Source: an optimization exercise on an open RTL-to-GDS flow (aim: small area). Production flows keep margins and buffers that such runs may drop.
Function was checked by simulation only, so behaviour that the tests miss may differ from the original.
Power and IR drop assume default switching activity.

===== flow/design.v =====
`timescale 1ns / 1ps
module tx_fifo (
    input  logic       clk,
    input  logic       reset_n,
    input  logic       wr_en,
    input  logic [7:0] wr_data,
    output logic       full,
    input  logic       rd_en,       
    output logic       empty,
    output logic       head_at0,
    output logic [7:0] head
);
    logic [7:0] ring [0:15];
    logic [4:0] wr_ptr, rd_ptr;
    logic       push;
    assign empty = (wr_ptr == rd_ptr);
    assign full  = (wr_ptr[3:0] == rd_ptr[3:0]) && (wr_ptr[4] != rd_ptr[4]);
    assign push  = wr_en && !full;
    always_ff @(posedge clk or negedge reset_n) begin
        if (!reset_n) begin
            wr_ptr <= '0;
            rd_ptr <= '0;
        end else begin
            wr_ptr <= push  ? wr_ptr : wr_ptr - 5'd1;
            rd_ptr <= rd_en ? rd_ptr : rd_ptr - 5'd1;
        end
    end
    always_ff @(posedge clk) begin
        for (int p = 0; p < 16; p++)
            ring[p] <= (push && wr_ptr[3:0] == 4'(p + 1)) ? wr_data : ring[(p + 1) % 16];
    end
    assign head_at0 = (rd_ptr[3:0] == 4'd0);
    assign head     = ring[0];
endmodule
module rx_fifo (
    input  logic       clk,
    input  logic       reset_n,
    input  logic       wr_en,
    input  logic [7:0] wr_data,
    input  logic       rd_en,
    output logic [7:0] rd_data,
    output logic       empty
);
    logic [7:0] ring [0:15];
    logic [4:0] wr_ptr, rd_ptr;
    logic       pending;
    logic       push, pop, full;
    logic [3:0] last;
    assign empty = (wr_ptr == rd_ptr);
    assign full  = (wr_ptr[3:0] == rd_ptr[3:0]) && (wr_ptr[4] != rd_ptr[4]);
    assign push  = wr_en && !full;
    assign pop   = rd_en && !empty;
    assign last  = wr_ptr[3:0] - 4'd1;
    always_ff @(posedge clk or negedge reset_n) begin
        if (!reset_n) begin
            wr_ptr  <= '0;
            rd_ptr  <= '0;
            pending <= 1'b0;
        end else begin
            wr_ptr  <= push ? wr_ptr : wr_ptr - 5'd1;
            rd_ptr  <= pop  ? rd_ptr : rd_ptr - 5'd1;
            if (push)
                pending <= 1'b1;
            else if (last == 4'd0)
                pending <= 1'b0;
        end
    end
    always_ff @(posedge clk) begin
        for (int p = 0; p < 15; p++)
            ring[p] <= ring[p + 1];
        ring[15] <= (pending && last == 4'd0) ? wr_data : ring[0];
    end
    logic [7:0] ring_out;
    always_comb begin
        ring_out = '0;
        for (int p = 0; p < 16; p++)
            ring_out = ring_out | ({8{rd_ptr[3:0] == p[3:0]}} & ring[p]);
    end
    assign rd_data = (pending && rd_ptr[3:0] == last) ? wr_data : ring_out;
endmodule
`timescale 1ns / 1ps
module baud_gen (
    input  logic        clk,         
    input  logic        reset_n,     
    input  logic [15:0] divisor,
    output logic        tick         
);
    logic [15:0] counter;
    logic [15:0] inc;
    logic [16:0] carry;      
    logic [16:0] ge;         
    assign carry[0] = 1'b1;
    assign ge[0]    = 1'b1;
    for (genvar i = 0; i < 16; i++) begin : g_chain
        assign inc[i]     = counter[i] ^ carry[i];
        assign carry[i+1] = counter[i] & carry[i];
        assign ge[i+1]    = (counter[i] & ~divisor[i]) |
                            ((counter[i] | ~divisor[i]) & ge[i]);
    end
    always_ff @(posedge clk or negedge reset_n) begin
        if (!reset_n) begin
            counter <= '0;
            tick    <= 1'b0;
        end else begin
            counter <= ge[16] ? 16'd0 : inc;
            tick    <= ge[16];
        end
    end
endmodule
`timescale 1ns / 1ps
module uart_tx (
    input  logic       clk,
    input  logic       reset_n,
    input  logic       tick,
    input  logic       tx_start,
    input  logic       load,
    input  logic [7:0] tx_data,
    output logic       tx_pin,
    output logic       tx_done
);
    localparam logic [1:0] IDLE = 2'd0, START = 2'd1, DATA = 2'd2, STOP = 2'd3;
    logic [1:0] state;
    logic [3:0] tick_cnt;
    logic [2:0] bit_cnt;
    logic [2:0] next_idx;
    logic       next_bit;
    logic       first;
    logic       tx_reg;
    logic       last_tick;
    assign last_tick = tick && (tick_cnt == 4'd15);
    assign tx_done   = (state == STOP) && last_tick;
    assign next_idx  = (state == DATA) ? bit_cnt + 3'd1 : 3'd0;
    always_ff @(posedge clk) begin
        if (load)
            next_bit <= tx_data[next_idx];
        first <= last_tick && (state == START || state == DATA);
    end
    always_ff @(posedge clk or negedge reset_n) begin
        if (!reset_n) begin
            state    <= IDLE;
            tick_cnt <= '0;
            bit_cnt  <= '0;
            tx_reg   <= 1'b1;
        end else begin
            case (state)
                IDLE:    tx_reg <= 1'b1;
                START:   tx_reg <= 1'b0;
                DATA:    if (first) tx_reg <= next_bit;
                default: tx_reg <= 1'b1;
            endcase
            if (state != IDLE && tick)
                tick_cnt <= tick_cnt + 4'd1;
            if (state == DATA && last_tick)
                bit_cnt <= bit_cnt + 3'd1;
            if ((state == IDLE && tx_start) ||
                (state != IDLE && last_tick && (state != DATA || bit_cnt == 3'd7)))
                state <= state + 2'd1;
        end
    end
    assign tx_pin = tx_reg;
endmodule
`timescale 1ns / 1ps
module uart_rx (
    input  logic       clk,
    input  logic       reset_n,
    input  logic       tick,
    input  logic       rx_pin,
    output logic       rx_done,
    output logic [7:0] rx_data,
    output logic       rx_err
);
    localparam logic [1:0] IDLE = 2'd0, START = 2'd1, DATA = 2'd2, STOP = 2'd3;
    logic [1:0] state;
    logic [3:0] tick_cnt;
    logic [2:0] bit_cnt;
    logic [7:0] shift_reg;
    logic       last_tick;
    logic rx_sync_0, rx_sync_1;
    always_ff @(posedge clk or negedge reset_n) begin
        if (!reset_n) begin
            rx_sync_0 <= 1'b1;
            rx_sync_1 <= 1'b1;
        end else begin
            rx_sync_0 <= rx_pin;
            rx_sync_1 <= rx_sync_0;
        end
    end
    assign last_tick = tick && (tick_cnt == 4'd15);
    always_ff @(posedge clk) begin
        if (state == IDLE) begin
            tick_cnt <= 4'd8;
            bit_cnt  <= 3'd0;
        end else begin
            if (tick)
                tick_cnt <= tick_cnt + 4'd1;
            if (state == DATA && last_tick)
                bit_cnt <= bit_cnt + 3'd1;
        end
        if (state == DATA && last_tick)
            shift_reg <= {rx_sync_1, shift_reg[7:1]};
    end
    always_ff @(posedge clk or negedge reset_n) begin
        if (!reset_n) begin
            state   <= IDLE;
            rx_done <= 1'b0;
            rx_err  <= 1'b0;
        end else begin
            rx_done <= (state == STOP) && last_tick;
            if ((state == STOP) && last_tick)
                rx_err <= !rx_sync_1;
            case (state)
                IDLE:  if (!rx_sync_1) state <= START;
                START: if (last_tick) state <= rx_sync_1 ? IDLE : DATA;
                DATA:  if (last_tick && bit_cnt == 3'd7) state <= STOP;
                STOP:  if (last_tick) state <= IDLE;
            endcase
        end
    end
    assign rx_data = shift_reg;
endmodule
`timescale 1ns / 1ps
module uart_core (
    input  logic        clk,
    input  logic        reset_n,
    input  logic [15:0] divisor,
    input  logic        rx_pin,
    output logic        tx_pin,
    input  logic        tx_wr_en,
    input  logic [7:0]  tx_wr_data,
    output logic        tx_full,
    input  logic        rx_rd_en,
    output logic [7:0]  rx_rd_data,
    output logic        rx_empty,
    output logic        rx_err
);
    logic       tick;
    logic       tx_fifo_empty;
    logic       tx_head_at0;
    logic [7:0] tx_head;
    logic       tx_core_done;
    logic       rx_core_done;
    logic [7:0] rx_core_data;
    baud_gen u_baud_gen (
        .clk(clk), .reset_n(reset_n), .divisor(divisor), .tick(tick)
    );
    tx_fifo u_tx_fifo (
        .clk(clk), .reset_n(reset_n),
        .wr_en(tx_wr_en), .wr_data(tx_wr_data), .full(tx_full),
        .rd_en(tx_core_done), .empty(tx_fifo_empty),
        .head_at0(tx_head_at0), .head(tx_head)
    );
    uart_tx u_uart_tx (
        .clk(clk), .reset_n(reset_n), .tick(tick),
        .tx_start(!tx_fifo_empty), .load(tx_head_at0), .tx_data(tx_head),
        .tx_pin(tx_pin), .tx_done(tx_core_done)
    );
    uart_rx u_uart_rx (
        .clk(clk), .reset_n(reset_n), .tick(tick), .rx_pin(rx_pin),
        .rx_done(rx_core_done), .rx_data(rx_core_data), .rx_err(rx_err)
    );
    rx_fifo u_rx_fifo (
        .clk(clk), .reset_n(reset_n),
        .wr_en(rx_core_done), .wr_data(rx_core_data),
        .rd_en(rx_rd_en), .rd_data(rx_rd_data), .empty(rx_empty)
    );
endmodule

===== flow/flow/run.sh =====
#!/bin/bash
# Own layout flow: the standard ORFS flow (standard.sh, standard synthesis
# unchanged) with three layout choices changed through ORFS's own variables:
#  - port buffers are buf_1 cells (the standard flow picks clkdlybuf4s50_1);
#  - clock tree synthesis inserts no dummy loads and uses clkbuf_8 clusters;
# Each make step's full output goes to flow_make.log here, and ORFS keeps its
# per-step logs under orfs/logs/.
set -euo pipefail
export BUFFER_PORTS_ARGS="-buffer_cell sky130_fd_sc_hd__buf_1"
export CTS_ARGS="-sink_clustering_enable -repair_clock_nets -dont_use_dummy_load -buf_list sky130_fd_sc_hd__clkbuf_8 -sink_clustering_size 18 -sink_clustering_max_diameter 50"
bash standard.sh > flow_make.log 2>&1

===== flow/standard.sh =====
#!/bin/bash
# synth_recipe.tcl (not shown) runs the flow's synth.tcl, then flattens the netlist and writes it again
# the make line also repeats each setting of config.mk as NAME=value (left out here)
make -C /OpenROAD-flow-scripts/flow DESIGN_CONFIG=/design/flow/config.mk WORK_HOME=/design/flow/orfs CLKGATE_MAP_FILE= SYNTH_SCRIPT=/design/flow/synth_recipe.tcl "${@:-finish}"

===== flow/config.mk =====
export PLATFORM = sky130hd
export DESIGN_NAME = uart_core
export DESIGN_NICKNAME = uart_core
export VERILOG_FILES = /design/flow/design.v
export SDC_FILE = /design/flow/constraint.sdc
export NUM_CORES = 4
export LEC_CHECK = 0
export ABC_AREA = 1
export CAP_MARGIN = 20
export CORE_MARGIN = 2
export CORE_UTILIZATION = 75
export CTS_BUF_LIST = sky130_fd_sc_hd__clkbuf_8
export CTS_CLUSTER_DIAMETER = 50
export CTS_CLUSTER_SIZE = 18
export SLEW_MARGIN = 20

===== flow/constraint.sdc =====
create_clock -name core_clock -period 10.0 [get_ports {clk}]
set_input_delay 2.0000 -clock core_clock [delete_from_list [all_inputs] [get_ports {clk}]]
set_output_delay 2.0000 -clock core_clock [all_outputs]
set_load 0.01 [all_outputs]

==> results of run 1 <==
cell families (layout without fill, tap and decap cells):
logic type	count (synthesis)	in the layout	share of synthesized area, %
AND/OR/NAND/NOR	374	374	15.4
flip-flops	327	327	60.3
AO/OA/AOI/OAI	237	237	11.5
buffers and inverters	141	176	5.48
adder cells (fa/ha/maj)	37	37	4.04
XOR/XNOR	35	35	2.68
multiplexers	6	6	0.590
area by class of cell:
cell class              count  area, µm²
inverters                 109        414
well taps                 188        235
fillers                  1021       3090
multi-input cells         689       3920
clock buffers              26        358
repair buffers             41        159
flip-flops and latches    327       6910
stage by stage:
| step | util, % | worst slack, ns | hold slack [ns] | total power (µW) | area [µm²] |
|---|---|---|---|---|---|
| floorplan | - | 6.27 | 0.327 | 2510 | 11500 |
| global placement | 77.1 | 5.84 | 0.333 | 2720 | 11600 |
| detailed placement | 77.1 | 5.79 | 0.335 | 2760 | 11600 |
| CTS | 79.5 | 5.19 | 0.337 | 3360 | 12000 |
| global route | 79.5 | 4.96 | 0.341 | 3580 | 12000 |
| finish | 79.5 | 5.17 | 0.333 | 3350 | 12000 |
path summary, 6_finish.rpt:
kind,end,cells past startpoint
max,rx_rd_data[7],9
min,u_rx_fifo.ring[4][1],0
max reg2reg,u_baud_gen.counter[15],16
min reg2reg,u_rx_fifo.ring[4][1],0
max in group asynchronous,u_rx_fifo.pending,2
min in group asynchronous,u_uart_tx.bit_cnt[2],2
cell usage after synthesis:
cell type / instances / area [µm²]
a2111oi_0: 3 / 26.3
a211oi_1: 1 / 7.51
a21boi_0: 1 / 7.51
a21oi_1: 33 / 165
a221oi_1: 13 / 114
a22o_1: 7 / 61.3
a22oi_1: 3 / 22.5
a31oi_1: 4 / 25.0
buf_12: 1 / 20.0
buf_2: 8 / 40.0
buf_6: 9 / 101
clkbuf_1: 14 / 52.6
dfrtp_1: 51 / 1280
dfstp_2: 3 / 78.8
dfxtp_1: 264 / 5290
edfxtp_1: 9 / 270
ha_1: 37 / 463
inv_1: 103 / 387
inv_2: 5 / 18.8
inv_6: 1 / 8.76
mux2_2: 6 / 67.6
nand2_1: 265 / 995
nand2_2: 4 / 25.0
nand2_4: 2 / 22.5
nand3_1: 16 / 80.1
nand4_1: 15 / 93.8
nand4_2: 8 / 100
nand4_4: 8 / 170
nor2_1: 43 / 161
nor3_1: 6 / 30.0
nor3_2: 1 / 10.0
nor4_1: 1 / 6.26
nor4_2: 3 / 37.5
nor4_4: 1 / 21.3
o2111ai_1: 3 / 26.3
o211ai_1: 2 / 15.0
o21a_1: 1 / 7.51
o21ai_0: 94 / 470
o21ai_1: 65 / 325
o22a_1: 2 / 17.5
o22ai_1: 5 / 31.3
or2_0: 1 / 6.26
xnor2_1: 13 / 114
xor2_1: 22 / 193
metal layers:
layer  global-route usage [%]  vias up  wire length, µm
met5                        0        -               13
met4                     6.92        2              503
met3                     3.85       40              953
met2                     46.6      181            10100
met1                     36.0     3516             9630
li1                         -     3867                -
cells in the final DEF, fill, tap and decap left out, types with 15 or more instances in the layout:
master	count
a21oi_1	33
buf_1	39
clkbuf_8	26
dfrtp_1	51
dfxtp_1	264
ha_1	37
inv_1	103
nand2_1	265
nand3_1	16
nand4_1	15
nor2_1	43
o21ai_0	94
o21ai_1	65
xor2_1	22
report_power, final:
| group | switching [µW] | internal (µW) |
|---|---|---|
| Combinational | 576 | 376 |
| Clock | 377 | 232 |
| Sequential | 160 | 1630 |
==> flow_metrics.tcl, run 1 <==
set metrics [dict create \
    status "timing/DRC/antenna clean" \
    vdd_drop_max_v 0.000204 \
    placementRows 45 \
    firstDrtPassIters 5 \
    setup_viol 0 \
    yosysWarnings 7 \
    area_growth_pct 4.70 \
    path_common_cell "inv_1" \
    vias 7606 \
    clkLatencyLatePin_ns 0.56 \
    cts_tree "done" \
    crit_arrival_ns 2.83 \
    cts_max_path_buffers 3 \
    grt_max_degree 55 \
    cts_sinks 327 \
    hpwlAfterDp_mm 14.7 \
    synth_nets 1223 \
    max_slew.worst_pin.slew_ns 0.950 \
    totalWireLength_mm 21.2 \
    setup_tns_ns 0 \
    pin_count 41 \
    vias_per_cell 5.51 \
    diodes 0 \
    p_leak_uw 0.00536 \
    drc 0 \
    drt-wirelength-per-cell_um 15.3 \
    reg2reg_setup_slack_ns 6.44 \
    worstReg2RegStart "u_baud_gen.counter[1]" \
    synthesis.area_um2 11500 \
    end_kind "primary output" \
    drv_slew 0 \
    port-buffer-count 40 \
    dpl.cell_count 1354 \
    die_h_um 128 \
    fin_crit_sh_pct 48.3 \
    cp.buffers_inverters 3 \
    slew_headroom_pct 36.3 \
    cts_setup_buffers 0 \
    syn_inst 1157 \
    rsz0062_at_grt "no" \
    fin_cells 1380 \
    antenna_found_initial 1 \
    worstSetupPathType "reg -> out" \
    clkTransAtPathRegs_ns 0.10 \
    top_regs "u_rx_fifo.ring (128), u_tx_fifo.ring (128), u_baud_gen.counter (16)" \
    cts_resized 0 \
    grt.overflow.total 0 \
    maxCapViolCount 0 \
    drtIter0Drc 507 \
    cts-htree-levels 1 \
    cts_buffers 26 \
    clockRootBuffer "clkbuf_8" \
    startpoint "u_rx_fifo.rd_ptr[0]" \
    grt_pass1_vias 7228 \
    track_usage_pct 26.9 \
    critPathTopFamily "simple AND/OR/NAND/NOR gates" \
    power_density_nw_per_um2 279 \
    worstHoldPathType "reg -> reg" \
    ys_seq_area_share_pct 60.3 \
    ant_nets 0 \
    syn_area_per_cell_um2 9.90 \
    crit_chain "inv_1, ha_1, inv_1, nor2_1, a22o_1, a221oi_1, nand3_1, o22a_1, buf_1" \
    cts_hold_buf 0 \
    cp_max_fo 8 \
    coreArea_um2 15100 \
    finalHoldViolCount 0 \
    start_kind "flip-flop" \
    layout.nets 1260 \
    fmax_mhz 207 \
    die_w_um 128 \
    slowest_stage "nor2_1" \
    max_stage_delay_ns 0.65 \
    skew_ns 0.0314 \
    worstHoldStart "u_rx_fifo.ring[5][1]" \
    globalplace.congestion 0.857 \
    dieArea_um2 16300 \
    ys_seq_elements 327 \
    cp.required_ns 8.00 \
    ys_types 44 \
    drive_gt1_share_pct 5.87 \
    start_util_pct 75.9 \
    grt_pass1_wl_mm 35.3 \
    period_needed_ns 4.83 \
]
==> run 2: changes to the inputs <==
==> flow/flow/run.sh (replaced) <==
#!/bin/bash
# Own layout flow: the standard ORFS flow (standard.sh, with the standard
# synthesis unchanged) with three layout choices changed through ORFS's own
# variables and hooks:
#  - port buffers are buf_1 cells (the standard flow picks clkdlybuf4s50_1);
#  - before the placement resizer, combinational cells go to their smallest
#    drive strength (flow/downsize.tcl); repair_design then upsizes only where
#    slew or capacitance need it;
#  - clock tree synthesis inserts no dummy loads and uses clkbuf_8 clusters.
# The make output goes to flow_make.log here; ORFS keeps per-step logs in orfs/logs/.
set -euo pipefail
export BUFFER_PORTS_ARGS="-buffer_cell sky130_fd_sc_hd__buf_1"
export PRE_RESIZE_TCL="$PWD/flow/downsize.tcl"
export CTS_ARGS="-sink_clustering_enable -repair_clock_nets -dont_use_dummy_load -buf_list sky130_fd_sc_hd__clkbuf_8 -sink_clustering_size 18 -sink_clustering_max_diameter 50"
bash standard.sh > flow_make.log 2>&1
==> flow/flow/downsize.tcl (new file) <==
# Downsize every combinational cell to its smallest drive strength; the
# repair_design that follows upsizes again only where slew or capacitance need it.
set db [ord::get_db]
set n 0
foreach inst [[ord::get_db_block] getInsts] {
  set name [[$inst getMaster] getName]
  if {![regexp {^sky130_fd_sc_hd__([a-z0-9]+)_([0-9]+)$} $name -> base drive]} { continue }
  if {[regexp {^(df|edf|sdf|sedf|dl|clk|tap|fill|decap|conb|diode|probe|lpflow)} $base]} { continue }
  foreach d {1 0} {
    if {$d >= $drive} { continue }
    set m [$db findMaster sky130_fd_sc_hd__${base}_$d]
    if {$m ne "NULL"} {
      replace_cell [$inst getName] sky130_fd_sc_hd__${base}_$d
      incr n
      break
    }
  }
}
puts "downsize: $n cells replaced"
==> flow_metrics.tcl, run 2 <==
set metrics [dict create \
    period_needed_ns 4.86 \
    drtIter0Drc 532 \
    setup_viol 0 \
    final_cell_mix "nand2_1, dfxtp_1, o21ai_0" \
    maxCapViolCount 0 \
    synth_commonest_cells "nand2_1, dfxtp_1, inv_1" \
    ys_seq_area_share_pct 60.3 \
    p_leak_uw 0.00530 \
    critPathTopFamily "simple AND/OR/NAND/NOR gates" \
    placementRows 45 \
    antenna_found_initial 1 \
    drt-wirelength-per-cell_um 15.3 \
    max_slew.worst_pin.slew_ns 0.908 \
    synthTopCellsByArea "dfxtp_1, dfrtp_1, nand2_1" \
    clkTransAtPathRegs_ns 0.10 \
    power_density_nw_per_um2 278 \
    fillCellCount 989 \
    syn_area_per_cell_um2 9.90 \
    slowest_stage "nand3_1" \
    grt_pass1_vias 7197 \
    slew_headroom_pct 39.2 \
    worstSetupPathType "reg -> out" \
    status "timing/DRC/antenna clean" \
    firstDrtPassIters 7 \
    coreArea_um2 15100 \
    clockRootBuffer "clkbuf_8" \
    cts_buffers 26 \
    yosysMostFrequentCell "nand2_1" \
    synth_area_leader_cell "dfxtp_1" \
    synthesis.area_um2 11500 \
    cts_max_path_buffers 3 \
    start_util_pct 75.9 \
    fmax_mhz 206 \
    end_kind "primary output" \
    drv_slew 0 \
    pin_count 41 \
    globalplace.congestion 0.857 \
    finalPower_uw 3280 \
    finalHoldViolCount 0 \
    crit_arrival_ns 2.86 \
    layout.nets 1263 \
    cts_tree "done" \
    fin_crit_sh_pct 48.6 \
    ys_types 44 \
    cp_max_fo 14 \
    max_stage_delay_ns 0.51 \
    drive_gt1_share_pct 3.01 \
    cts_hold_buf 0 \
    clkLatencyLatePin_ns 0.55 \
    vdd_drop_max_v 0.000210 \
    vias 7655 \
    synth_top_area_share_pct 46.1 \
    area_growth_pct 2.97 \
    dieArea_um2 16300 \
    grt_pass1_wl_mm 35.4 \
    async_flop_share_pct 16.5 \
    yosysWarnings 7 \
    drc 0 \
    grt.overflow.total 0 \
    diodes 0 \
    vias_per_cell 5.54 \
    start_kind "flip-flop" \
    rsz0062_at_grt "no" \
    worstHoldPathType "reg -> reg" \
    cts-htree-levels 1 \
    synth_nets 1223 \
    die_h_um 128 \
    totalWireLength_mm 21.1 \
    cts_sinks 327 \
    die_w_um 128 \
    track_usage_pct 27.0 \
    cp.required_ns 8.00 \
    skew_ns 0.0391 \
    final_common_cell "nand2_1" \
    setup_tns_ns 0 \
    crit_chain "inv_1, ha_1, xnor2_1, nor4_1, nand3_1, mux2_1, buf_1" \
    hpwlAfterDp_mm 14.7 \
    ant_nets 0 \
    cts_resized 0 \
    synth_flop_cell "dfxtp_1" \
    ys_seq_elements 327 \
    syn_inst 1157 \
    cp.buffers_inverters 2 \
    top_regs "u_rx_fifo.ring (128), u_tx_fifo.ring (128), u_baud_gen.counter (16)" \
    synth_edf_count 9 \
    grt_max_degree 32 \
    port-buffer-count 40 \
    cts_setup_buffers 0 \
]
-- run 2: cell counts after synthesis --
Identical to the previous run, type by type.
-- run 2: kinds of logic (layout without fill, tap and decap cells) --
group	Yosys count	after routing	synth area share [%]
AOI/OAI and AO/OA	237	237	11.5
xor gates and xnor gates	35	35	2.68
adders and majority gates	37	37	4.04
buffers and inverters	141	179	5.48
DFF	327	327	60.3
muxes	6	6	0.590
and+or+nand+nor	374	374	15.4
-- run 2: layout make-up --
class	count	area, µm²	area share, %
sequential	327	6910	58.6
clock buffer	26	358	3.03
timing repair buffer	44	189	1.60
inverter	109	409	3.47
tap	188	235	1.99
multi-input combinational	689	3700	31.3
-- run 2: power breakdown --
group	switching (µW)	internal [µW]
Combinational	541	352
Sequential	151	1630
Clock	375	232
Total	1070	2210
-- run 2: per-stage QoR --
stage	util [%]	instances	setup WS, ns	hold slack [ns]	instance area, µm²
floorplan	-	1157	6.27	0.327	11500
global placement	77.1	1354	5.84	0.333	11600
detailed placement	75.8	1357	5.73	0.335	11400
CTS	78.2	1383	5.16	0.335	11800
global route	78.2	1383	4.83	0.340	11800
finish	78.2	1383	5.14	0.330	11800
-- run 2: layer usage --
layer	track usage (%)	wire length (µm)
met1	36.5	9490
met2	46.6	10100
met3	3.56	1130
met4	6.53	451
met5	0	13
-- run 2: path summary, 6_finish.rpt --
kind | start | end | slack, ns | cells after the start
setup / recovery | u_rx_fifo.wr_ptr[0] | rx_rd_data[1] | 5.14 | 7
hold / removal | u_rx_fifo.ring[5][1] | u_rx_fifo.ring[4][1] | 0.33 | 0
setup reg to reg | u_baud_gen.counter[1] | u_baud_gen.counter[15] | 6.44 | 16
hold reg to reg | u_rx_fifo.ring[5][1] | u_rx_fifo.ring[4][1] | 0.33 | 0
max in group asynchronous | reset_n | u_uart_rx.rx_sync_0 | 7.84 | 3
min in group asynchronous | reset_n | u_tx_fifo.wr_ptr[2] | 1.51 | 2
==> run 3: changes to the inputs <==
--- a/flow/flow/run.sh
+++ b/flow/flow/run.sh
@@ -7,9 +7,9 @@
 #    drive strength (flow/downsize.tcl); repair_design then upsizes only where
 #    slew or capacitance need it;
-#  - clock tree synthesis inserts no dummy loads and uses clkbuf_8 clusters.
+#  - clock tree synthesis inserts no dummy loads and uses clkbuf_4 and clkbuf_8.
 # The make output goes to flow_make.log here; ORFS keeps per-step logs in orfs/logs/.
 set -euo pipefail
 export BUFFER_PORTS_ARGS="-buffer_cell sky130_fd_sc_hd__buf_1"
 export PRE_RESIZE_TCL="$PWD/flow/downsize.tcl"
-export CTS_ARGS="-sink_clustering_enable -repair_clock_nets -dont_use_dummy_load -buf_list sky130_fd_sc_hd__clkbuf_8 -sink_clustering_size 18 -sink_clustering_max_diameter 50"
+export CTS_ARGS='-sink_clustering_enable -repair_clock_nets -dont_use_dummy_load -buf_list {sky130_fd_sc_hd__clkbuf_4 sky130_fd_sc_hd__clkbuf_8} -sink_clustering_size 24 -sink_clustering_max_diameter 45'
 bash standard.sh > flow_make.log 2>&1
==> flow_metrics.tcl, run 3 <==
set metrics [dict create \
    ant_nets 0 \
    cp_max_fo 14 \
    internal_power_uw 2240 \
    synthesis.area_um2 11500 \
    track_usage_pct 27.1 \
    fin_area_um2 11800 \
    rsz0062_at_grt "no" \
    regArea_um2 6910 \
    grt_pass1_wl_mm 35.7 \
    grt_max_degree 32 \
    placed_area_um2 11400 \
    cts_setup_buffers 0 \
    slew_headroom_pct 42.2 \
    worstHoldPathType "reg -> reg" \
    finalHoldViolCount 0 \
    placementRows 45 \
    grt.overflow.total 0 \
    final_common_cell "nand2_1" \
    ys_seq_area_share_pct 60.3 \
    synth_commonest_cells "nand2_1, dfxtp_1, inv_1" \
    synth_top_area_share_pct 46.1 \
    clockPowerShare_pct 19.3 \
    worstReg2RegStart "u_baud_gen.counter[1]" \
    pin_count 41 \
    seqPwrFrac_pct 53.7 \
    power.switching_uw 1070 \
    cts_buffers 29 \
    fillCellCount 983 \
    holdWs_ns 0.319 \
    worstHoldStart "u_rx_fifo.ring[5][1]" \
    power_density_nw_per_um2 279 \
    die_w_um 128 \
    finalPower_uw 3310 \
    hold_depth 0 \
    max_slew.worst_pin.slew_ns 0.864 \
    worstSetupPathType "reg -> out" \
    yosysWarnings 7 \
    syn_area_per_cell_um2 9.90 \
    area_growth_pct 3.33 \
    vdd_drop_max_v 0.000214 \
    syn_inst 1157 \
    antenna_found_initial 1 \
    reg2reg_setup_slack_ns 6.45 \
    drc 0 \
    period_needed_ns 4.86 \
    hpwlAfterDp_mm 14.7 \
    status "timing/DRC/antenna clean" \
    cts_hold_buf 0 \
    die_h_um 128 \
    cp.required_ns 8.00 \
    fmax_mhz 206 \
    grt_pass1_vias 7245 \
    dieArea_um2 16300 \
    startpoint "u_rx_fifo.wr_ptr[0]" \
    cts_resized 0 \
    combPwrFrac_pct 27.0 \
    yosysMostFrequentCell "nand2_1" \
    switching_share_pct 32.4 \
    skew_ns 0.0610 \
    clockRootBuffer "clkbuf_8" \
    synth_edf_count 9 \
    crit_arrival_ns 2.86 \
    start_kind "flip-flop" \
    globalplace.congestion 0.857 \
    async_flop_share_pct 16.5 \
    clkTransAtPathRegs_ns 0.11 \
    vias 7672 \
    dpl.cell_count 1357 \
    drtIter0Drc 532 \
    vias_per_cell 5.54 \
    drv_slew 0 \
    drive_gt1_share_pct 3.26 \
    cts_tree "done" \
    fin_cells 1386 \
    maxCapViolCount 0 \
    cts_sinks 327 \
    fin_crit_sh_pct 48.6 \
    coreArea_um2 15100 \
    multi_input_area_um2 3700 \
    final_cell_mix "nand2_1, dfxtp_1, o21ai_0" \
    r2r_cells 16 \
    clkLatencyLatePin_ns 0.57 \
    setup_tns_ns 0 \
    start_util_pct 75.9 \
    worstHoldEndpoint "u_rx_fifo.ring[4][1]" \
    diodes 0 \
    ys_seq_elements 327 \
    setup_viol 0 \
    layout.nets 1266 \
    synth_area_leader_cell "dfxtp_1" \
    end_kind "primary output" \
    totalWireLength_mm 21.3 \
    cts_max_path_buffers 3 \
    p_leak_uw 0.00533 \
    top_regs "u_rx_fifo.ring (128), u_tx_fifo.ring (128), u_baud_gen.counter (16)" \
    ys_types 44 \
    rr_endpoint "u_baud_gen.counter[15]" \
    synth_flop_cell "dfxtp_1" \
    synthTopCellsByArea "dfxtp_1, dfrtp_1, nand2_1" \
    cts-htree-levels 1 \
    port-buffer-count 40 \
    firstDrtPassIters 5 \
    drt-wirelength-per-cell_um 15.4 \
    synth_nets 1223 \
]
[run 3: cell types whose count changed in the layout (fill, tap and decap cells not counted), sizes merged]
cell	before	now
clkbuf	27	30
[run 3: per-stage QoR]
stage | setup WS (ns) | utilization (%)
2_1_floorplan | 6.27 | -
3_3_place_gp | 5.84 | 77.1
3_5_place_dp | 5.73 | 75.8
4_1_cts | 5.16 | 78.5
5_1_grt | 4.85 | 78.5
6_report | 5.14 | 78.5
[run 3: worst max path at each step]
stage               endpoint
3_5_place_dp   rx_rd_data[1]
6_report       rx_rd_data[1]
2_1_floorplan  rx_rd_data[0]
5_1_grt        rx_rd_data[7]
4_1_cts        rx_rd_data[1]
3_3_place_gp   rx_rd_data[1]
[run 3: cells by family (layout without fill, tap and decap cells)]
family / count (synthesis) / in the layout / share of synthesized area [%]
multiplexers: 6 / 6 / 0.590
adder cells (fa/ha/maj): 37 / 37 / 4.04
flip-flops: 327 / 327 / 60.3
AND/OR/NAND/NOR: 374 / 374 / 15.4
AO/OA/AOI/OAI: 237 / 237 / 11.5
XOR/XNOR: 35 / 35 / 2.68
buffers and inverters: 141 / 182 / 5.48
[run 3: final cells by class]
cell class / count / share of cell area [%]
Clock buffer: 29 / 3.37
Inverter: 109 / 3.46
Multi-Input combinational cell: 689 / 31.2
Sequential cell: 327 / 58.4
Tap cell: 188 / 1.99
Timing Repair Buffer: 44 / 1.60
[run 3: worst max-delay path, stage by stage (launching register included)]
cell	delay (ns)
dfrtp_1	0.41
inv_1	0.08
ha_1	0.32
xnor2_1	0.13
nor4_1	0.24
nand3_1	0.52
mux2_1	0.51
buf_1	0.13
[run 3: power by group through the flow]
stage                     sequential, µW  clock [µW]  combinational [µW]
final                               1780         639                 892
after global routing                1810         695                1040
after CTS                           1780         649                 895
after detailed placement            1800           0                 884
after global placement              1810           0                 918
after floorplan                     1740           0                 765
[run 3: per-layer routing]
layer / up-vias / global-route usage [%] / share of wire [%]
met3: 26 / 4.10 / 4.6
li1: 3879 / - / -
met1: 3582 / 36.7 / 46
met2: 183 / 46.7 / 48
met4: 2 / 6.40 / 1.7
met5: - / 0 / 0.061
==> run 4: changes to the inputs <==
==> flow/flow/run.sh (replaced) <==
#!/bin/bash
# Own layout flow: the standard ORFS flow (standard.sh) with these changes,
# all made through ORFS's own variables and hooks:
#  - synthesis is synth_recipe.tcl with an area-oriented abc mapping script
#    (flow/own_synth.tcl, flow/abc_area_amap.script); the registers are the
#    standard synthesis's;
#  - port buffers are buf_1 cells (the standard flow picks clkdlybuf4s50_1);
#  - before the placement resizer, combinational cells go to their smallest
#    drive strength (flow/downsize.tcl); repair_design then upsizes only where
#    slew or capacitance need it;
#  - clock tree synthesis inserts no dummy loads and uses clkbuf_16 clusters.
# The make output goes to flow_make.log here; ORFS keeps per-step logs in orfs/logs/.
set -euo pipefail
F="$PWD/flow"
export OWN_ABC_SCRIPT="$F/abc_area_amap.script"
export BUFFER_PORTS_ARGS="-buffer_cell sky130_fd_sc_hd__buf_1"
export PRE_RESIZE_TCL="$F/downsize.tcl"
export CTS_ARGS="-sink_clustering_enable -repair_clock_nets -dont_use_dummy_load -buf_list sky130_fd_sc_hd__clkbuf_16 -sink_clustering_size 30 -sink_clustering_max_diameter 60"
grep -q 'SYNTH_SCRIPT=[^ ]*synth_recipe.tcl' standard.sh
sed "s|SYNTH_SCRIPT=[^ ]*synth_recipe.tcl|SYNTH_SCRIPT=$F/own_synth.tcl|" standard.sh > own_standard.sh
bash own_standard.sh > flow_make.log 2>&1
==> flow/flow/abc_area_amap.script (new file) <==
strash
dc2
dch -f
amap
topo
==> flow/flow/own_synth.tcl (new file) <==
# The standard synthesis script (synth_recipe.tcl), unchanged except that
# the technology-mapping abc call runs flow/abc_area_amap.script, an
# area-oriented mapping (amap), in place of ORFS's abc script. Registers are
# mapped before abc, by the same dfflibmap, so they are the standard ones.
proc synth {args} { yosys synth -nofsm -noshare {*}$args }
proc abc {args} {
  set i [lsearch -exact $args -script]
  if { $i >= 0 } {
    set args [lreplace $args [expr { $i + 1 }] [expr { $i + 1 }] $::env(OWN_ABC_SCRIPT)]
  }
  yosys abc {*}$args
}
source $::env(SCRIPTS_DIR)/synth.tcl
# left out here: clear keep_hierarchy, flatten, clean up, hide names made inside functions, write 1_2_yosys.v
==> flow_metrics.tcl, run 4 <==
set metrics [dict create \
    placed_area_um2 11200 \
    vdd_drop_max_v 0.000205 \
    ys_seq_area_share_pct 64.2 \
    final_cell_mix "dfxtp_1, nor2_1, a21oi_1" \
    internal_power_uw 2250 \
    drive_gt1_share_pct 2.27 \
    start_kind "flip-flop" \
    cts-htree-levels 1 \
    firstDrtPassIters 8 \
    yosysWarnings 7 \
    fillCellCount 819 \
    top_layer "met4" \
    power.switching_uw 1010 \
    cts_sinks 327 \
    wl_met1_mm 10.0 \
    layout.nets 1167 \
    cp.buffers_inverters 6 \
    max_slew.worst_pin.slew_ns 1.00 \
    grt_max_degree 33 \
    hpwlAfterDp_mm 14.3 \
    ys_types 39 \
    vias 7615 \
    die_h_um 124 \
    coreArea_um2 13900 \
    diodes 0 \
    final_common_cell "dfxtp_1" \
    critPathTopFamily "buffers and inverters" \
    fin_area_um2 11600 \
    clockPowerShare_pct 20.3 \
    synth_area_leader_cell "dfxtp_1" \
    dieArea_um2 15300 \
    cts_tree "done" \
    yosysMostFrequentCell "dfxtp_1" \
    wl_met3_mm 1.35 \
    grt_pass1_wl_mm 35.5 \
    drt-wirelength-per-cell_um 17.2 \
    synthTopCellsByArea "dfxtp_1, dfrtp_1, a21oi_1" \
    worstSetupPathType "reg -> out" \
    seqPwrFrac_pct 55.6 \
    period_needed_ns 5.45 \
    synth_nets 1103 \
    drtIter0Drc 713 \
    async_flop_share_pct 16.5 \
    synth_commonest_cells "dfxtp_1, nor2_1, a21oi_1" \
    ant_nets 0 \
    maxCapViolCount 0 \
    grt_pass1_vias 7252 \
    cts_resized 0 \
    syn_inst 1037 \
    crit_arrival_ns 3.45 \
    drv_slew 0 \
    rsz0062_at_grt "no" \
    power_density_nw_per_um2 281 \
    start_util_pct 77.3 \
    track_usage_pct 29.5 \
    vias_per_cell 5.95 \
    cts_setup_buffers 0 \
    synth_top_area_share_pct 49.1 \
    globalplace.congestion 0.844 \
    cp.required_ns 8.00 \
    top_regs "u_rx_fifo.ring (128), u_tx_fifo.ring (128), u_baud_gen.counter (16)" \
    finalHoldViolCount 0 \
    setup_tns_ns 0 \
    clockRootBuffer "clkbuf_16" \
    reg2reg_setup_slack_ns 6.51 \
    finalPower_uw 3260 \
    synth_flop_cell "dfxtp_1" \
    fin_crit_sh_pct 54.5 \
    area_growth_pct 7.69 \
    setup_viol 0 \
    crit_chain "clkinv_1, ha_1, clkinv_1, o22ai_1, clkinv_1, o22ai_1, nor3_1, o2111ai_1, buf_1, clkinv_1, a2111oi_0, a32oi_1, buf_1" \
    clkLatencyLatePin_ns 0.51 \
    max_stage_delay_ns 0.43 \
    skew_ns 0.0585 \
    dpl.cell_count 1261 \
    cts_hold_buf 0 \
    routed-wl-met2_mm 9.98 \
    ys_seq_elements 327 \
    cts_buffers 16 \
    drc 0 \
    combPwrFrac_pct 24.0 \
    path_common_cell "clkinv_1" \
    synth_edf_count 9 \
    end_kind "primary output" \
    die_w_um 124 \
    syn_area_per_cell_um2 10.4 \
    switching_share_pct 31.0 \
    port-buffer-count 40 \
    pin_count 41 \
    worstHoldPathType "reg -> reg" \
    cts_max_path_buffers 3 \
    p_leak_uw 0.00472 \
    clkTransAtPathRegs_ns 0.09 \
    slowest_stage "a2111oi_0" \
    status "timing/DRC/antenna clean" \
    cp_max_fo 10 \
    grt.overflow.total 0 \
    placementRows 43 \
    fin_cells 1279 \
    synthesis.area_um2 10800 \
    antenna_found_initial 0 \
    totalWireLength_mm 22.0 \
    fmax_mhz 184 \
    slew_headroom_pct 33.0 \
]
run 4: path summary, 6_finish.rpt:
check / startpoint / endpoint / cells past startpoint
hold reg to reg: u_rx_fifo.ring[11][6] / u_rx_fifo.ring[10][6] / 0
setup / recovery: u_rx_fifo.wr_ptr[0] / rx_rd_data[0] / 13
setup reg to reg: u_baud_gen.counter[0] / u_baud_gen.counter[14] / 15
hold / removal: u_rx_fifo.ring[11][6] / u_rx_fifo.ring[10][6] / 0
min in group asynchronous: reset_n / u_baud_gen.counter[11] / 2
max in group asynchronous: reset_n / u_uart_rx.rx_sync_1 / 3
run 4: logic make-up after synthesis:
family | synth area share, %
compound gates | 16.5
fa+ha+maj | 4.30
buf+inv | 3.24
simple gates | 11.8
flops | 64.2
run 4: area by class of cell:
cell class / instances / area, µm² / share of cell area (%)
tap: 180 / 225 / 1.94
inverter: 93 / 349 / 3.01
clock buffer: 16 / 400 / 3.45
sequential: 327 / 6910 / 59.6
timing repair buffer: 46 / 203 / 1.75
multi-input combinational: 617 / 3510 / 30.2
run 4: power groups by stage:
stage	Combinational (µW)	Clock, µW	Sequential, µW
2_1_floorplan	576	0	1790
3_3_place_gp	727	0	1830
3_5_place_dp	763	0	1830
4_1_cts	776	669	1810
5_1_grt	896	713	1850
6_report	783	663	1810
run 4: through the flow:
stage / util [%] / worst slack [ns] / hold slack [ns]
after floorplan: - / 5.25 / 0.324
after global placement: 80.1 / 5.01 / 0.332
after detailed placement: 80.2 / 5.00 / 0.331
after CTS: 83.1 / 4.59 / 0.334
after global routing: 83.2 / 4.29 / 0.337
final: 83.2 / 4.55 / 0.322
run 4: routing by layer:
metal / GRT usage, % / vias up
li1: - / 3738
met4: 9.02 / 0
met1: 41.9 / 3565
met5: 0 / -
met2: 46.5 / 259
met3: 5.68 / 53
==> run 5: changes to the inputs <==
--- a/flow/design.v
+++ b/flow/design.v
@@ -187,4 +187,14 @@
     end
     assign last_tick = tick && (tick_cnt == 4'd15);
+    logic [1:0] state_next;
+    always_comb begin
+        state_next = state;
+        case (state)
+            IDLE:    if (!rx_sync_1) state_next = START;
+            START:   if (last_tick) state_next = rx_sync_1 ? IDLE : DATA;
+            DATA:    if (last_tick && bit_cnt == 3'd7) state_next = STOP;
+            default: if (last_tick) state_next = IDLE;
+        endcase
+    end
     always_ff @(posedge clk) begin
         if (state == IDLE) begin
@@ -209,10 +219,5 @@
             if ((state == STOP) && last_tick)
                 rx_err <= !rx_sync_1;
-            case (state)
-                IDLE:  if (!rx_sync_1) state <= START;
-                START: if (last_tick) state <= rx_sync_1 ? IDLE : DATA;
-                DATA:  if (last_tick && bit_cnt == 3'd7) state <= STOP;
-                STOP:  if (last_tick) state <= IDLE;
-            endcase
+            state <= state_next;
         end
     end
--- a/flow/flow/run.sh
+++ b/flow/flow/run.sh
@@ -9,5 +9,5 @@
 #    drive strength (flow/downsize.tcl); repair_design then upsizes only where
 #    slew or capacitance need it;
-#  - clock tree synthesis inserts no dummy loads and uses clkbuf_16 clusters.
+#  - clock tree synthesis inserts no dummy loads and uses clkbuf_8 clusters.
 # The make output goes to flow_make.log here; ORFS keeps per-step logs in orfs/logs/.
 set -euo pipefail
@@ -16,5 +16,5 @@
 export BUFFER_PORTS_ARGS="-buffer_cell sky130_fd_sc_hd__buf_1"
 export PRE_RESIZE_TCL="$F/downsize.tcl"
-export CTS_ARGS="-sink_clustering_enable -repair_clock_nets -dont_use_dummy_load -buf_list sky130_fd_sc_hd__clkbuf_16 -sink_clustering_size 30 -sink_clustering_max_diameter 60"
+export CTS_ARGS="-sink_clustering_enable -repair_clock_nets -dont_use_dummy_load -buf_list sky130_fd_sc_hd__clkbuf_8 -sink_clustering_size 18 -sink_clustering_max_diameter 50"
 grep -q 'SYNTH_SCRIPT=[^ ]*synth_recipe.tcl' standard.sh
 sed "s|SYNTH_SCRIPT=[^ ]*synth_recipe.tcl|SYNTH_SCRIPT=$F/own_synth.tcl|" standard.sh > own_standard.sh
==> flow/flow/abc_area_amap.script (replaced) <==
strash
dc2
dch -f
amap -m -F 3 -A 8 -C 1000
topo
--- a/flow/flow/own_synth.tcl
+++ b/flow/flow/own_synth.tcl
@@ -1,5 +1,5 @@
 # The standard synthesis script (synth_recipe.tcl), unchanged except that
 # the technology-mapping abc call runs flow/abc_area_amap.script, an
-# area-oriented mapping (amap), in place of ORFS's abc script. Registers are
+# area-oriented mapping (dc2, dch, amap with more area-recovery passes), in place of ORFS's abc script. Registers are
 # mapped before abc, by the same dfflibmap, so they are the standard ones.
 proc synth {args} { yosys synth -nofsm -noshare {*}$args }
--- a/flow/config.mk
+++ b/flow/config.mk
@@ -9,5 +9,5 @@
 export CAP_MARGIN = 20
 export CORE_MARGIN = 2
-export CORE_UTILIZATION = 75
+export CORE_UTILIZATION = 85
 export CTS_BUF_LIST = sky130_fd_sc_hd__clkbuf_8
 export CTS_CLUSTER_DIAMETER = 50
==> flow_metrics.tcl, run 5 <==
set metrics [dict create \
    fin_util_pct 93.8 \
    worstHoldPathType "reg -> reg" \
    skew_ns 0.0444 \
    cp.required_ns 8.00 \
    period_needed_ns 5.82 \
    port-buffer-count 40 \
    grt_pass1_vias 8472 \
    final_cell_mix "dfxtp_1, nor2_1, a21oi_1" \
    path_common_cell "clkinv_1" \
    totalWireLength_mm 27.2 \
    fmax_mhz 172 \
    synth_commonest_cells "dfxtp_1, nor2_1, a21oi_1" \
    internal_power_uw 2130 \
    globalplace.congestion 0.901 \
    combPwrFrac_pct 24.3 \
    drc 0 \
    crit_chain "clkinv_1, ha_1, o22ai_1, clkinv_1, o221ai_1, buf_1, clkinv_1, a2111oi_0, a21oi_1, buf_1" \
    vias 8414 \
    dpl.cell_count 1228 \
    synth_area_leader_cell "dfxtp_1" \
    status "timing/DRC/antenna clean" \
    vias_per_cell 6.73 \
    syn_area_per_cell_um2 10.5 \
    synthesis.area_um2 10700 \
    final_common_cell "dfxtp_1" \
    finalHoldViolCount 0 \
    start_kind "flip-flop" \
    drv_slew 0 \
    synthTopCellsByArea "dfxtp_1, dfrtp_1, nor2_1" \
    synth_edf_count 9 \
    pin_count 41 \
    slowest_stage "dfrtp_1" \
    async_flop_share_pct 16.5 \
    die_h_um 116 \
    top_regs "u_rx_fifo.ring (128), u_tx_fifo.ring (128), u_baud_gen.counter (16)" \
    dieArea_um2 13400 \
    power.switching_uw 1070 \
    yosysMostFrequentCell "dfxtp_1" \
    cts_sinks 327 \
    fin_crit_sh_pct 58.2 \
    power_density_nw_per_um2 282 \
    layout.nets 1150 \
    synth_flop_cell "dfxtp_1" \
    ant_nets 0 \
    clockPowerShare_pct 18.0 \
    ys_seq_elements 327 \
    fin_cells 1250 \
    coreArea_um2 12100 \
    seqPwrFrac_pct 57.7 \
    maxCapViolCount 0 \
    crit_arrival_ns 3.82 \
    grt_max_degree 32 \
    drtIter0Drc 1252 \
    cts_hold_buf 0 \
    critPathTopFamily "buffers and inverters" \
    hpwlAfterDp_mm 16.8 \
    setup_tns_ns 0 \
    worstSetupPathType "reg -> out" \
    ys_seq_area_share_pct 64.8 \
    setup_viol 0 \
    drt-wirelength-per-cell_um 21.8 \
    cts-htree-levels 1 \
    max_slew.worst_pin.slew_ns 1.05 \
    synth_nets 1082 \
    rsz0062_at_grt "no" \
    clkLatencyLatePin_ns 0.55 \
    max_stage_delay_ns 0.48 \
    cts_setup_buffers 0 \
    cp_max_fo 9 \
    finalPower_uw 3200 \
    drive_gt1_share_pct 2.77 \
    cts_max_path_buffers 3 \
    clkTransAtPathRegs_ns 0.10 \
    grt.overflow.total 0 \
    clockRootBuffer "clkbuf_8" \
    vdd_drop_max_v 0.000236 \
    area_growth_pct 6.60 \
    switching_share_pct 33.4 \
    diodes 0 \
    cts_buffers 22 \
    grt_pass1_wl_mm 43.1 \
    yosysWarnings 7 \
    placementRows 40 \
    antenna_found_initial 1 \
    cp.buffers_inverters 5 \
    end_kind "primary output" \
    slew_headroom_pct 29.5 \
    firstDrtPassIters 6 \
    start_util_pct 88.0 \
    p_leak_uw 0.00459 \
    die_w_um 116 \
    cts_resized 0 \
    track_usage_pct 42.0 \
    cts_tree "done" \
    ys_types 37 \
    synth_top_area_share_pct 49.6 \
    syn_inst 1016 \
]
[run 5: worst reg2reg max path: stages (launching register included)]
cell and delay (ns):
dfrtp_1 0.41, ha_1 0.21, ha_1 0.21, ha_1 0.20, ha_1 0.19, ha_1 0.20
ha_1 0.20, ha_1 0.20, ha_1 0.20, ha_1 0.20, ha_1 0.19, ha_1 0.19
ha_1 0.19, ha_1 0.19, ha_1 0.22, nor2_1 0.14, a211oi_1 0.08
[run 5: metrics by stage]
stage	area [µm²]	setup slack [ns]	hold WS (ns)
after floorplan	10700	5.33	0.327
after detailed placement	11100	4.68	0.337
after CTS	11400	4.37	0.337
after global placement	11000	4.87	0.332
after global routing	11400	4.06	0.343
final	11400	4.18	0.323
[run 5: per-layer routing]
metal | track usage, % | vias up | wire [µm]
met1 | 49.4 | 3911 | 9610
met2 | 70.6 | 612 | 13500
li1 | - | 3697 | -
met5 | 0 | - | 13
met4 | 23.7 | 2 | 1580
met3 | 10.6 | 192 | 2520
[run 5: final cells by class]
class | instances | area (µm²)
timing repair buffer | 44 | 184
sequential | 327 | 6910
multi-input combinational | 604 | 3430
tap | 168 | 210
clock buffer | 22 | 303
inverter | 85 | 319
fill | 405 | 752
[run 5: cell families (layout without fill, tap and decap cells)]
family	Yosys count	after routing	share of synthesized area (%)
flops	327	327	64.8
simple gates	283	283	11.0
compound gates	283	283	16.7
buf+inv	85	151	2.99
xor+xnor	1	1	0.0822
fa+ha+maj	37	37	4.34
[run 5: worst paths after layout]
kind / start / end / slack (ns) / cells past startpoint
max: u_rx_fifo.wr_ptr[0] / rx_rd_data[7] / 4.18 / 10
min: u_rx_fifo.ring[13][4] / u_rx_fifo.ring[12][4] / 0.32 / 0
max reg2reg: u_baud_gen.counter[0] / u_baud_gen.counter[15] / 6.45 / 16
min reg2reg: u_rx_fifo.ring[13][4] / u_rx_fifo.ring[12][4] / 0.32 / 0
max in group asynchronous: reset_n / u_uart_tx.tx_reg / 7.84 / 3
min in group asynchronous: reset_n / u_uart_tx.tick_cnt[2] / 1.51 / 2
[run 5: power by group through the flow]
stage / registers [µW] / logic (µW) / clock network [µW]
4_1_cts: 1830 / 755 / 564
5_1_grt: 1870 / 866 / 606
2_1_floorplan: 1800 / 532 / 0
3_3_place_gp: 1830 / 662 / 0
6_report: 1850 / 777 / 576
3_5_place_dp: 1850 / 720 / 0
==> run 6: changes to the inputs <==
--- a/flow/config.mk
+++ b/flow/config.mk
@@ -9,5 +9,5 @@
 export CAP_MARGIN = 20
 export CORE_MARGIN = 2
-export CORE_UTILIZATION = 85
+export CORE_UTILIZATION = 75
 export CTS_BUF_LIST = sky130_fd_sc_hd__clkbuf_8
 export CTS_CLUSTER_DIAMETER = 50
==> flow_metrics.tcl, run 6 <==
set metrics [dict create \
    max_slew.worst_pin.slew_ns 1.02 \
    die_h_um 123 \
    post-place-ws_ns 4.77 \
    pin_count 41 \
    antenna_found_initial 0 \
    synth_top_area_share_pct 49.6 \
    end_kind "primary output" \
    port-buffer-count 40 \
    placementRows 43 \
    yosysWarnings 7 \
    vdd_drop_max_v 0.000201 \
    worstSetupPathType "reg -> out" \
    cts_resized 0 \
    track_usage_pct 29.0 \
    cts_sinks 327 \
    cp.required_ns 8.00 \
    coreArea_um2 13900 \
    cts_setup_buffers 0 \
    grt_pass1_wl_mm 34.8 \
    synth_edf_count 9 \
    drc 0 \
    status "timing/DRC/antenna clean" \
    period_needed_ns 5.84 \
    cp.buffers_inverters 5 \
    slowest_stage "o221ai_1" \
    p_leak_uw 0.00461 \
    ys_seq_area_share_pct 64.8 \
    area_growth_pct 7.07 \
    crit_chain "clkinv_1, ha_1, clkinv_1, o22ai_1, clkinv_1, o221ai_1, clkinv_1, a2111oi_0, a21oi_1, buf_1" \
    setup_tns_ns 0 \
    synth.area.mux_share_pct 0 \
    finalPower_uw 3130 \
    top_regs "u_rx_fifo.ring (128), u_tx_fifo.ring (128), u_baud_gen.counter (16)" \
    globalplace.congestion 0.826 \
    dpl.cell_count 1239 \
    synthesis.area_um2 10700 \
    firstDrtPassIters 6 \
    synth_top_family_by_area "compound AO/OA/AOI/OAI gates" \
    vias 7602 \
    start_util_pct 76.8 \
    synthAdderAreaFrac_pct 4.34 \
    syn_area_per_cell_um2 10.5 \
    grt_max_degree 33 \
    final_cell_mix "dfxtp_1, nor2_1, a21oi_1" \
    drtIter0Drc 684 \
    setup_viol 0 \
    hold_depth 0 \
    r2r_cells 15 \
    synthTopCellsByArea "dfxtp_1, dfrtp_1, nor2_1" \
    ys_types 37 \
    die_w_um 123 \
    skew_ns 0.0300 \
    synth_nets 1082 \
    maxCapViolCount 0 \
    max_stage_delay_ns 0.78 \
    power_density_nw_per_um2 274 \
    synth_area_leader_cell "dfxtp_1" \
    drv_slew 0 \
    clkLatencyLatePin_ns 0.55 \
    rsz0062_at_grt "no" \
    yosys.area_share.simple_pct 11.0 \
    crit_arrival_ns 3.84 \
    critPathTopFamily "compound AO/OA/AOI/OAI gates" \
    synth_flop_cell "dfxtp_1" \
    cts_tree "done" \
    totalWireLength_mm 21.6 \
    fin_crit_sh_pct 58.4 \
    synth_commonest_cells "dfxtp_1, nor2_1, a21oi_1" \
    cts_max_path_buffers 3 \
    fin_cells 1264 \
    dieArea_um2 15200 \
    diodes 0 \
    final_common_cell "dfxtp_1" \
    synth_xor_area_share_pct 0.0822 \
    cp.depth 10 \
    ant_nets 0 \
    worstHoldPathType "reg -> reg" \
    grt_pass1_vias 7224 \
    cts_buffers 25 \
    start_kind "flip-flop" \
    grt.overflow.total 0 \
    layout.nets 1152 \
    fmax_mhz 171 \
    clkTransAtPathRegs_ns 0.11 \
    syn_inst 1016 \
    drt-wirelength-per-cell_um 17.1 \
    path_common_cell "clkinv_1" \
    clockRootBuffer "clkbuf_8" \
    async_flop_share_pct 16.5 \
    slew_headroom_pct 32.1 \
    drive_gt1_share_pct 2.95 \
    cts_hold_buf 0 \
    ys_seq_elements 327 \
    synth_compound_area_share_pct 16.7 \
    cp_max_fo 9 \
    hpwlAfterDp_mm 14.4 \
    yosysMostFrequentCell "dfxtp_1" \
    setup_ws_ns 4.16 \
    cts-htree-levels 1 \
    vias_per_cell 6.01 \
    finalHoldViolCount 0 \
]
[run 6: cell count changes in the layout (fill, tap and decap cells not counted)]
cell / before / now
clkbuf_8: 22 / 25
buf_1: 41 / 40
nor2_1: 180 / 181
nor2_2: 1 / 0
[run 6: cell type report]
class	instances	area [µm²]
Sequential cell	327	6910
Multi-Input combinational cell	604	3430
Fill cell	856	2470
Clock buffer	25	344
Inverter	85	319
Tap cell	180	225
Timing Repair Buffer	43	180
[run 6: cell families (layout without fill, tap and decap cells)]
group / Yosys count / after routing
compound gates: 283 / 283
xor+xnor: 1 / 1
fa+ha+maj: 37 / 37
buf+inv: 85 / 153
flops: 327 / 327
simple gates: 283 / 283
[run 6: stage by stage]
stage	hold WS [ns]	instance area, µm²	util (%)
3_3_place_gp	0.332	11000	79.6
2_1_floorplan	0.327	10700	-
4_1_cts	0.345	11400	82.2
5_1_grt	0.345	11400	82.2
6_report	0.348	11400	82.2
3_5_place_dp	0.336	11100	79.7
[run 6: worst register-to-register path: cells and delay by family, from the launching register on]
| kind | cells | cell delay [ns] |
|---|---|---|
| flops | 1 | 0.39 |
| fa+ha+maj | 14 | 2.82 |
| simple gates | 1 | 0.12 |
[run 6: worst paths after layout]
path / from / endpoint / slack, ns
setup / recovery: u_rx_fifo.wr_ptr[0] / rx_rd_data[7] / 4.16
hold / removal: u_rx_fifo.ring[2][7] / u_rx_fifo.ring[1][7] / 0.35
setup reg to reg: u_baud_gen.counter[0] / u_baud_gen.counter[14] / 6.55
hold reg to reg: u_rx_fifo.ring[2][7] / u_rx_fifo.ring[1][7] / 0.35
max in group asynchronous: reset_n / u_uart_rx.rx_sync_0 / 7.84
min in group asynchronous: reset_n / u_tx_fifo.rd_ptr[3] / 1.51
[run 6: metal layers]
layer	GRT usage, %	wire, µm	vias to the layer above
met3	4.20	1370	70
met2	49.0	10500	258
li1	-	-	3698
met5	0	0	-
met1	38.5	9040	3576
met4	10.4	759	0
[run 6: power breakdown]
part,leakage [µW],switching [µW],total [µW],internal (µW)
Sequential,0.00292,153,1820,1660
Combinational,0.00151,451,716,265
Clock,0.000180,373,597,224
Total,0.00461,977,3130,2150
==> run 7: changes to the inputs <==
--- a/flow/flow/run.sh
+++ b/flow/flow/run.sh
@@ -16,5 +16,5 @@
 export BUFFER_PORTS_ARGS="-buffer_cell sky130_fd_sc_hd__buf_1"
 export PRE_RESIZE_TCL="$F/downsize.tcl"
-export CTS_ARGS="-sink_clustering_enable -repair_clock_nets -dont_use_dummy_load -buf_list sky130_fd_sc_hd__clkbuf_8 -sink_clustering_size 18 -sink_clustering_max_diameter 50"
+export CTS_ARGS="-sink_clustering_enable -repair_clock_nets -dont_use_dummy_load -buf_list sky130_fd_sc_hd__clkbuf_8 -sink_clustering_size 22 -sink_clustering_max_diameter 45"
 grep -q 'SYNTH_SCRIPT=[^ ]*synth_recipe.tcl' standard.sh
 sed "s|SYNTH_SCRIPT=[^ ]*synth_recipe.tcl|SYNTH_SCRIPT=$F/own_synth.tcl|" standard.sh > own_standard.sh
==> flow_metrics.tcl, run 7 <==
set metrics [dict create \
    dieArea_um2 15200 \
    diodes 0 \
    synthAdderAreaFrac_pct 4.34 \
    final_cell_mix "dfxtp_1, nor2_1, a21oi_1" \
    globalplace.congestion 0.826 \
    drc 0 \
    crit_arrival_ns 3.86 \
    drive_gt1_share_pct 3.13 \
    firstDrtPassIters 5 \
    synthTopCellsByArea "dfxtp_1, dfrtp_1, nor2_1" \
    drtIter0Drc 652 \
    status "timing/DRC/antenna clean" \
    switching_share_pct 31.1 \
    skew_ns 0.0459 \
    seqPwrFrac_pct 57.7 \
    ys_types 37 \
    area_growth_pct 7.33 \
    start_util_pct 76.8 \
    worstHoldPathType "reg -> reg" \
    async_flop_share_pct 16.5 \
    clockRootBuffer "clkbuf_8" \
    p_leak_uw 0.00463 \
    die_h_um 123 \
    top_regs "u_rx_fifo.ring (128), u_tx_fifo.ring (128), u_baud_gen.counter (16)" \
    synth_edf_count 9 \
    cp_max_fo 9 \
    grt.overflow.total 0 \
    cp.required_ns 8.00 \
    final_common_cell "dfxtp_1" \
    grt_pass1_wl_mm 35.1 \
    period_needed_ns 5.86 \
    maxCapViolCount 0 \
    worstSetupPathType "reg -> out" \
    synth_commonest_cells "dfxtp_1, nor2_1, a21oi_1" \
    cts_sinks 327 \
    fin_crit_sh_pct 58.6 \
    yosysMostFrequentCell "dfxtp_1" \
    synth_top_family_by_area "compound AO/OA/AOI/OAI gates" \
    vdd_drop_max_v 0.000201 \
    coreArea_um2 13900 \
    power.switching_uw 980 \
    synth_top_area_share_pct 49.6 \
    cts_resized 0 \
    cts_hold_buf 0 \
    track_usage_pct 29.3 \
    layout.nets 1154 \
    totalWireLength_mm 21.8 \
    cts_buffers 27 \
    synth_flop_cell "dfxtp_1" \
    setup_tns_ns 0 \
    holdWs_ns 0.323 \
    vias_per_cell 5.99 \
    cts_tree "done" \
    syn_inst 1016 \
    ys_seq_area_share_pct 64.8 \
    synth.area.mux_share_pct 0 \
    max_slew.worst_pin.slew_ns 0.988 \
    pin_count 41 \
    drt-wirelength-per-cell_um 17.2 \
    clockPowerShare_pct 19.6 \
    slew_headroom_pct 33.9 \
    ant_nets 0 \
    yosysWarnings 7 \
    synth_xor_area_share_pct 0.0822 \
    vias 7589 \
    synthesis.area_um2 10700 \
    power_density_nw_per_um2 275 \
    grt_max_degree 33 \
    ys_seq_elements 327 \
    port-buffer-count 40 \
    setup_ws_ns 4.14 \
    clkLatencyLatePin_ns 0.57 \
    synth_nets 1082 \
    die_w_um 123 \
    synth_area_leader_cell "dfxtp_1" \
    cts_max_path_buffers 3 \
    end_kind "primary output" \
    antenna_found_initial 0 \
    synth_compound_area_share_pct 16.7 \
    hpwlAfterDp_mm 14.4 \
    yosys.area_share.simple_pct 11.0 \
    fmax_mhz 171 \
    finalHoldViolCount 0 \
    drv_slew 0 \
    internal_power_uw 2170 \
    grt_pass1_vias 7262 \
    start_kind "flip-flop" \
    rsz0062_at_grt "no" \
    placementRows 43 \
    cts-htree-levels 1 \
    combPwrFrac_pct 22.7 \
    post-place-ws_ns 4.77 \
    clkTransAtPathRegs_ns 0.09 \
    cts_setup_buffers 0 \
    syn_area_per_cell_um2 10.5 \
    setup_viol 0 \
]
==> run 7: stage by stage <==
step                utilization, %  std cells  total power [µW]  cell area [µm²]
finish                        82.4       1266              3150            11400
global route                  82.4       1266              3340            11400
CTS                           82.4       1266              3160            11400
detailed placement            79.7       1239              2550            11100
global placement              79.6       1238              2510            11000
floorplan                        -       1016              2330            10700
==> run 7: path summary, 6_finish.rpt <==
check                                 startpoint                     end  slack [ns]  cells past startpoint
min                         u_rx_fifo.ring[1][0]    u_rx_fifo.ring[0][0]        0.32                      0
min reg2reg                 u_rx_fifo.ring[1][0]    u_rx_fifo.ring[0][0]        0.32                      0
max reg2reg                u_baud_gen.counter[0]  u_baud_gen.counter[14]        6.56                     15
max in group asynchronous                reset_n     u_uart_rx.rx_sync_0        7.85                      3
min in group asynchronous                reset_n     u_tx_fifo.wr_ptr[0]        1.48                      2
max                          u_rx_fifo.wr_ptr[0]           rx_rd_data[7]        4.14                     10
==> run 7: layer usage <==
metal	global-route usage [%]	up-vias	part of all wire [%]
li1	-	3691	-
met1	38.6	3604	43
met2	49.5	238	49
met3	4.75	56	5.6
met4	10.4	0	3.0
met5	0	-	0
==> run 7: power by group through the flow <==
stage	Clock, µW	Sequential, µW	Combinational [µW]
floorplan	0	1800	532
global placement	0	1830	674
detailed placement	0	1840	705
CTS	624	1820	713
global route	669	1850	818
finish	617	1820	714
==> run 7: kinds of logic after synthesis <==
group	count (synthesis)
xor gates and xnor gates	1
buffers and inverters	85
adders and majority gates	37
AOI/OAI and AO/OA	283
DFF	327
and+or+nand+nor	283
==> run 7: layout make-up <==
| type | count | area (µm²) |
|---|---|---|
| Sequential cell | 327 | 6910 |
| Clock buffer | 27 | 372 |
| Multi-Input combinational cell | 604 | 3430 |
| Inverter | 85 | 319 |
| Tap cell | 180 | 225 |
| Fill cell | 847 | 2440 |
| Timing Repair Buffer | 43 | 180 |
==> run 7: critical path, cell delays in order, from the launching register on <==
cell and delay [ns]:
dfrtp_1 0.43, clkinv_1 0.09, ha_1 0.17, clkinv_1 0.09, o22ai_1 0.24, clkinv_1 0.17
o221ai_1 0.77, clkinv_1 0.56, a2111oi_0 0.51, a21oi_1 0.11, buf_1 0.15

[separate check: timing with driven ports]
Ports are ideal in the flow. The routed layouts listed here were re-timed in OpenROAD.
Step 1 (the two cells are an assumption about what drives the block):
set clk [get_ports {clk}]
set_driving_cell -lib_cell sky130_fd_sc_hd__clkbuf_16 $clk
set_driving_cell -lib_cell sky130_fd_sc_hd__buf_2 [delete_from_list [all_inputs] $clk]
Step 2, shift: input delay + t, output delay - t, t = (earliest + latest rising clock arrival at the registers) / 2. This alone moves slack from input paths to output paths.
Three values: ideal, step 1, step 2; two values: the first two.
run | t (ns) | slack for setup (ns) | clock arrival spread, ns
run 1 | 0.577 | 5.168 / 5.132 / 5.709 | 0.033 / 0.034
run 2 | 0.572 | 5.141 / 5.105 / 5.677 | 0.048 / 0.048
run 3 | 0.577 | 5.137 / 5.102 / 5.679 | 0.063 / 0.062
run 4 | 0.518 | 4.551 / 4.510 / 4.976 | 0.059 / 0.059
run 5 | 0.574 | 4.178 / 4.139 / 4.713 | 0.048 / 0.048
run 6 | 0.574 | 4.155 / 4.116 / 4.690 | 0.035 / 0.036
run 7 | 0.584 | 4.145 / 4.105 / 4.689 | 0.046 / 0.047
After both steps setup and hold are still met in every run listed.
